Source: an optimization exercise on an open RTL-to-GDS flow (aim: small area). Production flows keep margins and buffers that such runs may drop. The RTL was checked by simulation tests, not by an equivalence proof against the original design. The flow treats the clock pin as an ideal source. Dropping or thinning the clock tree relies on that and would not hold on a real chip. Power figures rest on the tool's default switching activity, not on a simulated workload.

==> run H <==
==> flow/design.v (excerpt) <==
module uart #(
    parameter BYTE=8,
    parameter CLK_FRQ=100000000,  
    parameter BAUD_RATE=115200    
) (
    input logic clk,
    input logic areset,
    input logic data_in_rx,
    output logic tx_done,
    output logic tx_busy, 
    output logic rx_open,
    output logic rx_valid,
    output logic [BYTE-1:0] rx_saved,
    output logic data_out
);
==> module rx, before the edit <==
module rx #(
    parameter CLK_FRQ=100000000,  
    parameter BAUD_RATE=115200,   
    parameter BYTE=8
) (
    input logic clk,
    input logic areset,
    input logic data_in,
    output logic rx_open,
    output logic rx_valid,
    output logic [BYTE-1:0] rx_saved
);
    logic prev_data_in;
    logic data_in_val;
    always_ff @(posedge clk) begin
        prev_data_in <= data_in;
        data_in_val <= (!data_in && prev_data_in);
    end
    logic [9:0] q;
    logic [9:0] q_step;
    assign q_step = {q[8], ~q[9],
                     q[6:5], ~(q[7] ^ q[6]),
                     q[3:0], ~(q[4] ^ q[2])};
    logic q_zero;
    assign q_zero = (q == 10'h000);
    logic b, o, v;
    logic [8:0] buf_q;
    logic armed, tick, full;
    assign armed = buf_q[8] | ~o;
    assign tick  = b & armed & q_zero;
    assign full  = buf_q[0];
    always_ff @(posedge clk) begin
        q <= b ? q_step : 10'h190;
        if (!b)
            buf_q <= {1'b0, buf_q[8:1]};
        else if (!armed)
            buf_q <= {q_zero, buf_q[8:1]};
        else if (tick && !full)
            buf_q <= {data_in, buf_q[8:1]};
    end
    always_ff @(posedge clk or posedge areset) begin
        if (areset) begin
            b <= 1'b0;
            o <= 1'b1;
            v <= 1'b0;
            rx_saved <= '0;
        end else begin
            if (!b) begin
                b <= data_in_val;
                o <= 1'b1;
                v <= 1'b0;
            end else begin
                b <= !(v || (tick && full && !data_in));
                o <= v || (o && !tick);
                v <= v || (tick && full && data_in);
            end
            if (b && v)
                rx_saved <= buf_q[8:1];
        end
    end
    assign rx_open  = o;
    assign rx_valid = v & ~b;
endmodule
==> module tx, before the edit <==
module tx #(
    parameter CLK_FRQ=100000000,  
    parameter BAUD_RATE=115200  
) (
    input logic clk,
    input logic areset,
    input logic data_loaded,
    input logic [7:0] data_in,
    output logic data_out,
    output logic tx_done,
    output logic tx_busy
);
    logic [9:0] q;
    logic tick;
    assign tick = (q == 10'h000);
    always_ff @(posedge clk or posedge areset) begin
        if (areset)
            q <= '0;
        else
            q <= {q[8], ~q[9],
                  q[6:5], ~(q[7] ^ q[6]),
                  q[3:0], ~(q[4] ^ q[2])};
    end
    logic req;
    logic [8:0] sr;
    logic empty;
    assign empty = (sr == 9'd0);
    logic idle;
    assign idle = ~tx_busy & empty;
    always_ff @(posedge clk or posedge areset) begin
        if (areset) begin
            req <= 1'b0;
            sr <= '0;
            tx_busy <= 1'b0;
            tx_done <= 1'b0;
            data_out <= 1'b1;
        end else begin
            req <= data_loaded || (req && !(tick && idle));
            if (tick) begin
                tx_busy <= !empty;
                data_out <= empty || (tx_busy && sr[0]);
                if (idle && req) begin
                    sr <= {1'b1, data_in};
                    tx_done <= 1'b0;
                end else if (tx_busy && !empty) begin
                    sr <= {1'b0, sr[8:1]};
                end else if (tx_busy && empty) begin
                    tx_done <= 1'b1;
                end
            end
        end
    end
endmodule
export LEC_CHECK = 0
export CAP_MARGIN = 20
export CORE_MARGIN = 2
export CORE_UTILIZATION = 40
export SLEW_MARGIN = 20
create_clock -name core_clock -period 10.0 [get_ports {clk}]
standard.sh (not shown) runs the stock make flow with config.mk's settings and CLKGATE_MAP_FILE= SYNTH_SCRIPT=/design/flow/synth_recipe.tcl, a recipe that flattens the netlist after the stock synthesis.
==> flow/flow/run.sh <==
#!/bin/bash
# The standard layout (the standard.sh), with these changes:
#  - synthesis: the standard synthesis script, with abc given an area-oriented
#    script (abc.script) in place of ORFS's speed script; registers untouched;
#  - the port buffers are buf_1 cells (the smallest buffer);
#  - clock tree: cts.tcl drives the registers from three clkbuf_8 cells, each
#    at the centre of a third of the registers (split along x).
# Each step's full log is under orfs/logs; make's output is in standard.log.
set -euo pipefail
F=$PWD/flow
printf 'proc abc {args} {\n  set i [lsearch $args -script]\n  if {$i >= 0} { set args [lreplace $args [expr {$i+1}] [expr {$i+1}] %s] }\n  yosys abc {*}$args\n}\nsource %s\n' \
  "$F/abc.script" "$PWD/synth_recipe.tcl" > my_synth.tcl
sed "s#SYNTH_SCRIPT=[^ ]*#SYNTH_SCRIPT=$PWD/my_synth.tcl#" standard.sh > my_standard.sh
grep -q "SYNTH_SCRIPT=$PWD/my_synth.tcl" my_standard.sh
export BUFFER_PORTS_ARGS="-buffer_cell sky130_fd_sc_hd__buf_1"
export PRE_CTS_TCL=$F/cts.tcl
export ONE_CLK_BUF=sky130_fd_sc_hd__clkbuf_8 ONE_CLK_N=3 ONE_CLK_AXIS=0
bash my_standard.sh > standard.log 2>&1
==> flow/flow/abc.script <==
strash
rewrite
refactor
balance
rewrite -z
refactor -z
rewrite -z
balance
dch -f
map -a
==> flow/flow/cts.tcl <==
# Replace TritonCTS: split the registers into ONE_CLK_N groups by position
# (along x, then y) and drive each group from one clock buffer at its centre.
proc clock_tree_synthesis {args} {
  set block [ord::get_db_block]
  set dbu [$block getDbUnitsPerMicron]
  set net [$block findNet clk]
  set sinks {}
  foreach it [$net getITerms] {
    set bb [[$it getInst] getBBox]
    set x [expr {([$bb xMin] + [$bb xMax]) / 2.0 / $dbu}]
    set y [expr {([$bb yMin] + [$bb yMax]) / 2.0 / $dbu}]
    lappend sinks [list $x $y "[[$it getInst] getName]/[[$it getMTerm] getName]"]
  }
  set n [llength $sinks]
  set k $::env(ONE_CLK_N)
  if {$k == 4} {
    # 2 x 2: split by x, then each half by y
    set sx [lsort -real -index 0 $sinks]
    set h [expr {$n / 2}]
    set groups {}
    foreach half [list [lrange $sx 0 [expr {$h-1}]] [lrange $sx $h end]] {
      set sy [lsort -real -index 1 $half]
      set m [expr {[llength $sy] / 2}]
      lappend groups [lrange $sy 0 [expr {$m-1}]] [lrange $sy $m end]
    }
  } else {
    set sx [lsort -real -index $::env(ONE_CLK_AXIS) $sinks]
    set groups {}
    for {set g 0} {$g < $k} {incr g} {
      lappend groups [lrange $sx [expr {$g * $n / $k}] [expr {($g + 1) * $n / $k - 1}]]
    }
  }
  foreach grp $groups {
    set sx 0.0; set sy 0.0; set pins {}
    foreach s $grp {
      set sx [expr {$sx + [lindex $s 0]}]
      set sy [expr {$sy + [lindex $s 1]}]
      lappend pins [get_pins [lindex $s 2]]
    }
    set m [llength $grp]
    set r [insert_buffer -buffer_cell $::env(ONE_CLK_BUF) -net clk -load_pins $pins \
             -location [list [expr {$sx / $m}] [expr {$sy / $m}]] -buffer_name clkbuf_leaf -net_name clknet_leaf]
    set bi [$block findInst [get_full_name $r]]
    [[$bi findITerm X] getNet] setSigType CLOCK
    puts "clock buffer [$bi getName] drives $m sinks"
  }
  set_propagated_clock [all_clocks]
}
==> run G (differences from run H) <==
--- a/flow/design.v
+++ b/flow/design.v
@@ -18,6 +18,9 @@
         data_in_val <= (!data_in && prev_data_in);
     end
+    localparam logic [9:0] QPOL = 10'h04a;
+    logic [9:0] qs;
     logic [9:0] q;
     logic [9:0] q_step;
+    assign q = qs ^ QPOL;
     assign q_step = {q[8], ~q[9],
                      q[6:5], ~(q[7] ^ q[6]),
@@ -32,5 +35,5 @@
     assign full  = buf_q[0];
     always_ff @(posedge clk) begin
-        q <= b ? q_step : 10'h190;
+        qs <= (b ? q_step : 10'h190) ^ QPOL;
         if (!b)
             buf_q <= {1'b0, buf_q[8:1]};
@@ -40,7 +43,14 @@
             buf_q <= {data_in, buf_q[8:1]};
     end
+    always_ff @(posedge clk) begin
+        if (areset)
+            b <= 1'b0;
+        else if (!b)
+            b <= data_in_val;
+        else
+            b <= !(v || (tick && full && !data_in));
+    end
     always_ff @(posedge clk or posedge areset) begin
         if (areset) begin
-            b <= 1'b0;
             o <= 1'b1;
             v <= 1'b0;
@@ -48,9 +58,7 @@
         end else begin
             if (!b) begin
-                b <= data_in_val;
                 o <= 1'b1;
                 v <= 1'b0;
             end else begin
-                b <= !(v || (tick && full && !data_in));
                 o <= v || (o && !tick);
                 v <= v || (tick && full && data_in);
@@ -76,38 +84,52 @@
     output logic tx_busy
 );
+    localparam logic [9:0] QPOL = 10'h0b5;
+    logic [9:0] qs;
     logic [9:0] q;
+    assign q = qs ^ QPOL;
     logic tick;
     assign tick = (q == 10'h000);
-    always_ff @(posedge clk or posedge areset) begin
+    always_ff @(posedge clk) begin
         if (areset)
-            q <= '0;
+            qs <= QPOL;
         else
-            q <= {q[8], ~q[9],
-                  q[6:5], ~(q[7] ^ q[6]),
-                  q[3:0], ~(q[4] ^ q[2])};
+            qs <= {q[8], ~q[9],
+                   q[6:5], ~(q[7] ^ q[6]),
+                   q[3:0], ~(q[4] ^ q[2])} ^ QPOL;
     end
     logic req;
+    logic       mk;          
+    logic [7:0] sd;          
     logic [8:0] sr;
+    assign sr = {mk, sd};
     logic empty;
     assign empty = (sr == 9'd0);
     logic idle;
-    assign idle = ~tx_busy & empty;
+    assign idle = ~tx_busy & ~sr[8];
+    always_ff @(posedge clk) begin
+        if (areset) begin
+            req <= 1'b0;
+            mk <= 1'b0;
+        end else begin
+            req <= data_loaded || (req && !(tick && idle));
+            if (tick) begin
+                if (idle && req)
+                    mk <= 1'b1;
+                else if (tx_busy && !empty)
+                    mk <= 1'b0;
+            end
+        end
+    end
     always_ff @(posedge clk or posedge areset) begin
         if (areset) begin
-            req <= 1'b0;
-            sr <= '0;
             tx_busy <= 1'b0;
             tx_done <= 1'b0;
             data_out <= 1'b1;
         end else begin
-            req <= data_loaded || (req && !(tick && idle));
             if (tick) begin
-                tx_busy <= !empty;
-                data_out <= empty || (tx_busy && sr[0]);
+                tx_busy <= tx_busy ? !empty : sr[8];
+                data_out <= tx_busy ? (empty || sr[0]) : !sr[8];
                 if (idle && req) begin
-                    sr <= {1'b1, data_in};
                     tx_done <= 1'b0;
-                end else if (tx_busy && !empty) begin
-                    sr <= {1'b0, sr[8:1]};
                 end else if (tx_busy && empty) begin
                     tx_done <= 1'b1;
@@ -115,4 +137,8 @@
             end
         end
+    end
+    always_ff @(posedge clk) begin
+        if (tick && !(!tx_busy && mk))
+            sd <= sr[8:1] | ({8{req && idle}} & data_in);
     end
 endmodule
==> flow/flow/run.sh (replaced) <==
#!/bin/bash
# The standard layout (the standard.sh), with these changes:
#  - synthesis: the standard synthesis script, but abc maps the logic with
#    each of the area-oriented scripts abc_*.script and keeps the smallest
#    result (synth_wrap.tcl); registers are untouched;
#  - the port buffers are buf_1 cells (the smallest buffer);
#  - clock tree: cts.tcl drives the registers from three clkbuf_8 cells, each
#    at the centre of a third of the registers (split along x).
# Each step's full log is under orfs/logs; make's output is in standard.log.
set -euo pipefail
F=$PWD/flow
mkdir -p abc_stats
export ABC_STAT_DIR=$PWD/abc_stats
export ABC_SCRIPTS="$(ls $F/abc_*.script | tr '\n' ' ')"
printf 'source %s\nsource %s\n' "$F/synth_wrap.tcl" "$PWD/synth_recipe.tcl" > my_synth.tcl
sed "s#SYNTH_SCRIPT=[^ ]*#SYNTH_SCRIPT=$PWD/my_synth.tcl#" standard.sh > my_standard.sh
grep -q "SYNTH_SCRIPT=$PWD/my_synth.tcl" my_standard.sh
export BUFFER_PORTS_ARGS="-buffer_cell sky130_fd_sc_hd__buf_1"
export PRE_CTS_TCL=$F/cts.tcl
export ONE_CLK_BUF=sky130_fd_sc_hd__clkbuf_8 ONE_CLK_N=3 ONE_CLK_AXIS=0
bash my_standard.sh > standard.log 2>&1
==> flow/flow/abc_a1.script (new file) <==
strash
dch -f
map -a
==> flow/flow/abc_a8.script (new file) <==
strash
rewrite
refactor
balance
rewrite -z
refactor -z
rewrite -z
balance
dch -f
map -a
==> flow/flow/abc_b1.script (new file) <==
strash
dch -f
map -a
strash
dch -f
map -a
strash
dch -f
map -a
strash
dch -f
map -a
==> flow/flow/abc_b2.script (new file) <==
strash
&get -n
&deepsyn -T 20
&put
dch -f
map -a
==> flow/flow/abc_c2.script (new file) <==
strash
&get -n
&st
&dch -f
&nf -R 1000
&put
==> flow/flow/abc_c3.script (new file) <==
strash
&get -n
&deepsyn -T 30
&put
strash
rewrite
refactor
balance
rewrite -z
refactor -z
rewrite -z
balance
dch -f
map -a
==> flow/flow/synth_wrap.tcl (new file) <==
# Sourced by my_synth.tcl (written by run.sh) before the standard
# synthesis script. It replaces abc's script: abc maps the combinational logic
# once per script in ABC_SCRIPTS and keeps the smallest result (standard-cell
# area by yosys stat). Registers are mapped before abc and are not touched.
proc abc {args} {
  set i [lsearch $args -script]
  set j [lsearch $args -liberty]
  set lib [lindex $args [expr {$j + 1}]]
  yosys design -save pre_abc
  set best -1
  set k 0
  foreach s $::env(ABC_SCRIPTS) {
    yosys design -load pre_abc
    set a [lreplace $args [expr {$i + 1}] [expr {$i + 1}] $s]
    yosys abc {*}$a
    set f $::env(ABC_STAT_DIR)/abc_area_$k.txt
    yosys tee -q -o $f stat -liberty $lib
    set area -1
    set fh [open $f]
    foreach line [split [read $fh] "\n"] {
      if {[regexp {Chip area[^:]*:\s*([0-9.eE+-]+)} $line -> x]} { set area $x }
    }
    close $fh
    puts "abc script $s: area $area"
    if {$area >= 0 && ($best < 0 || $area < $best)} {
      set best $area
      yosys design -save best_abc
      puts "abc: best so far"
    }
    incr k
  }
  yosys design -load best_abc
}
removed: flow/flow/abc.script
==> run E (differences from run H) <==
==> flow/run.sh (new file) <==
#!/bin/bash
# synth_recipe.tcl (not shown) runs the flow's synth.tcl, then flattens the netlist and writes it again
# the make line also repeats each setting of config.mk as NAME=value (left out here)
make -C /OpenROAD-flow-scripts/flow DESIGN_CONFIG=/design/flow/config.mk WORK_HOME=/design/flow/orfs CLKGATE_MAP_FILE= SYNTH_SCRIPT=/design/flow/synth_recipe.tcl finish
removed: flow/flow/run.sh
removed: flow/flow/abc.script
removed: flow/flow/cts.tcl
removed: flow/standard.sh
==> summary of the runs <==
- Total power: run H is higher than run G (about 43%).
- Design area: run H is higher than run G (about 3%).
- Between run G and run E, the lower clock power is in run G (gap about 33%, measured against run E).
- The lowest register-to-register slack belongs to run H, the highest to run G.
==> figures <==
Via count of the first global-routing pass: run H 1084; run G 1222; run E 1207
DIE AREA: run H 5410 µm²; run G 5280 µm²; run E 5720 µm²
Run status: run H finished clean; run G finished clean; run E finished clean
GRT Resource Usage Total: run H 11.8%; run G 12.9%; run E 13.0%
Power spent charging and discharging nets: run H 131 µW; run G 64.5 µW; run E 111 µW
Met1 track demand over resource: run H 18.0%; run G 18.2%; run E 17.7%
Launching instance or port of the critical path: run H uart_rx.b; run G areset; run E uart_rx.b
Floorplan die width: run H 73.6 µm; run G 72.7 µm; run E 75.6 µm
Net count reported at finish: run H 199; run G 197; run E 186
Transition at the pin with the smallest max-transition slack: run H 884 ps; run G 591 ps; run E 786 ps
In run H and run G the design's own scripts or RTL, not TritonCTS, make the clock network.

separate check: timing with driven ports:
How much do the figures lean on ideal ports? The routed layouts below were timed once more, with nothing changed but the port constraints.
Step 1 (the two cells are an assumption about what drives the block):
set clk [get_ports {clk}]
set_driving_cell -lib_cell sky130_fd_sc_hd__clkbuf_16 $clk
set_driving_cell -lib_cell sky130_fd_sc_hd__buf_2 [delete_from_list [all_inputs] $clk]
Step 2 adds t to the input delays and takes it off the output delays; t is the mean of the earliest and latest rising clock arrival at the registers after step 1. Input paths then give back, and output paths get back, about the clock's delay inside the block.
a / b / c = ideal / step 1 / step 2; a / b = the first two.
| run | t, ns | slack for setup (ns) | worst hold slack (ns) | clock arrival spread, ns | pins driven straight from the clock port |
|---|---|---|---|---|---|
| run H | 0.203 | 7.059 / 7.014 / 7.216 | 0.385 / 0.385 / 0.385 | 0.007 / 0.007 | 3 |
| run G | 0.200 | 6.883 / 6.900 / 6.700 | 0.396 / 0.396 / 0.396 | 0.006 / 0.006 | 3 |
| run E | 0.326 | 6.327 / 6.301 / 6.627 | 0.391 / 0.391 / 0.391 | 0.010 / 0.010 | 1 |
After both steps setup and hold are still met in every run listed. The setup slack of run G, which loses most, moves by +0.017 ns with the drivers and by -0.183 ns with both steps.
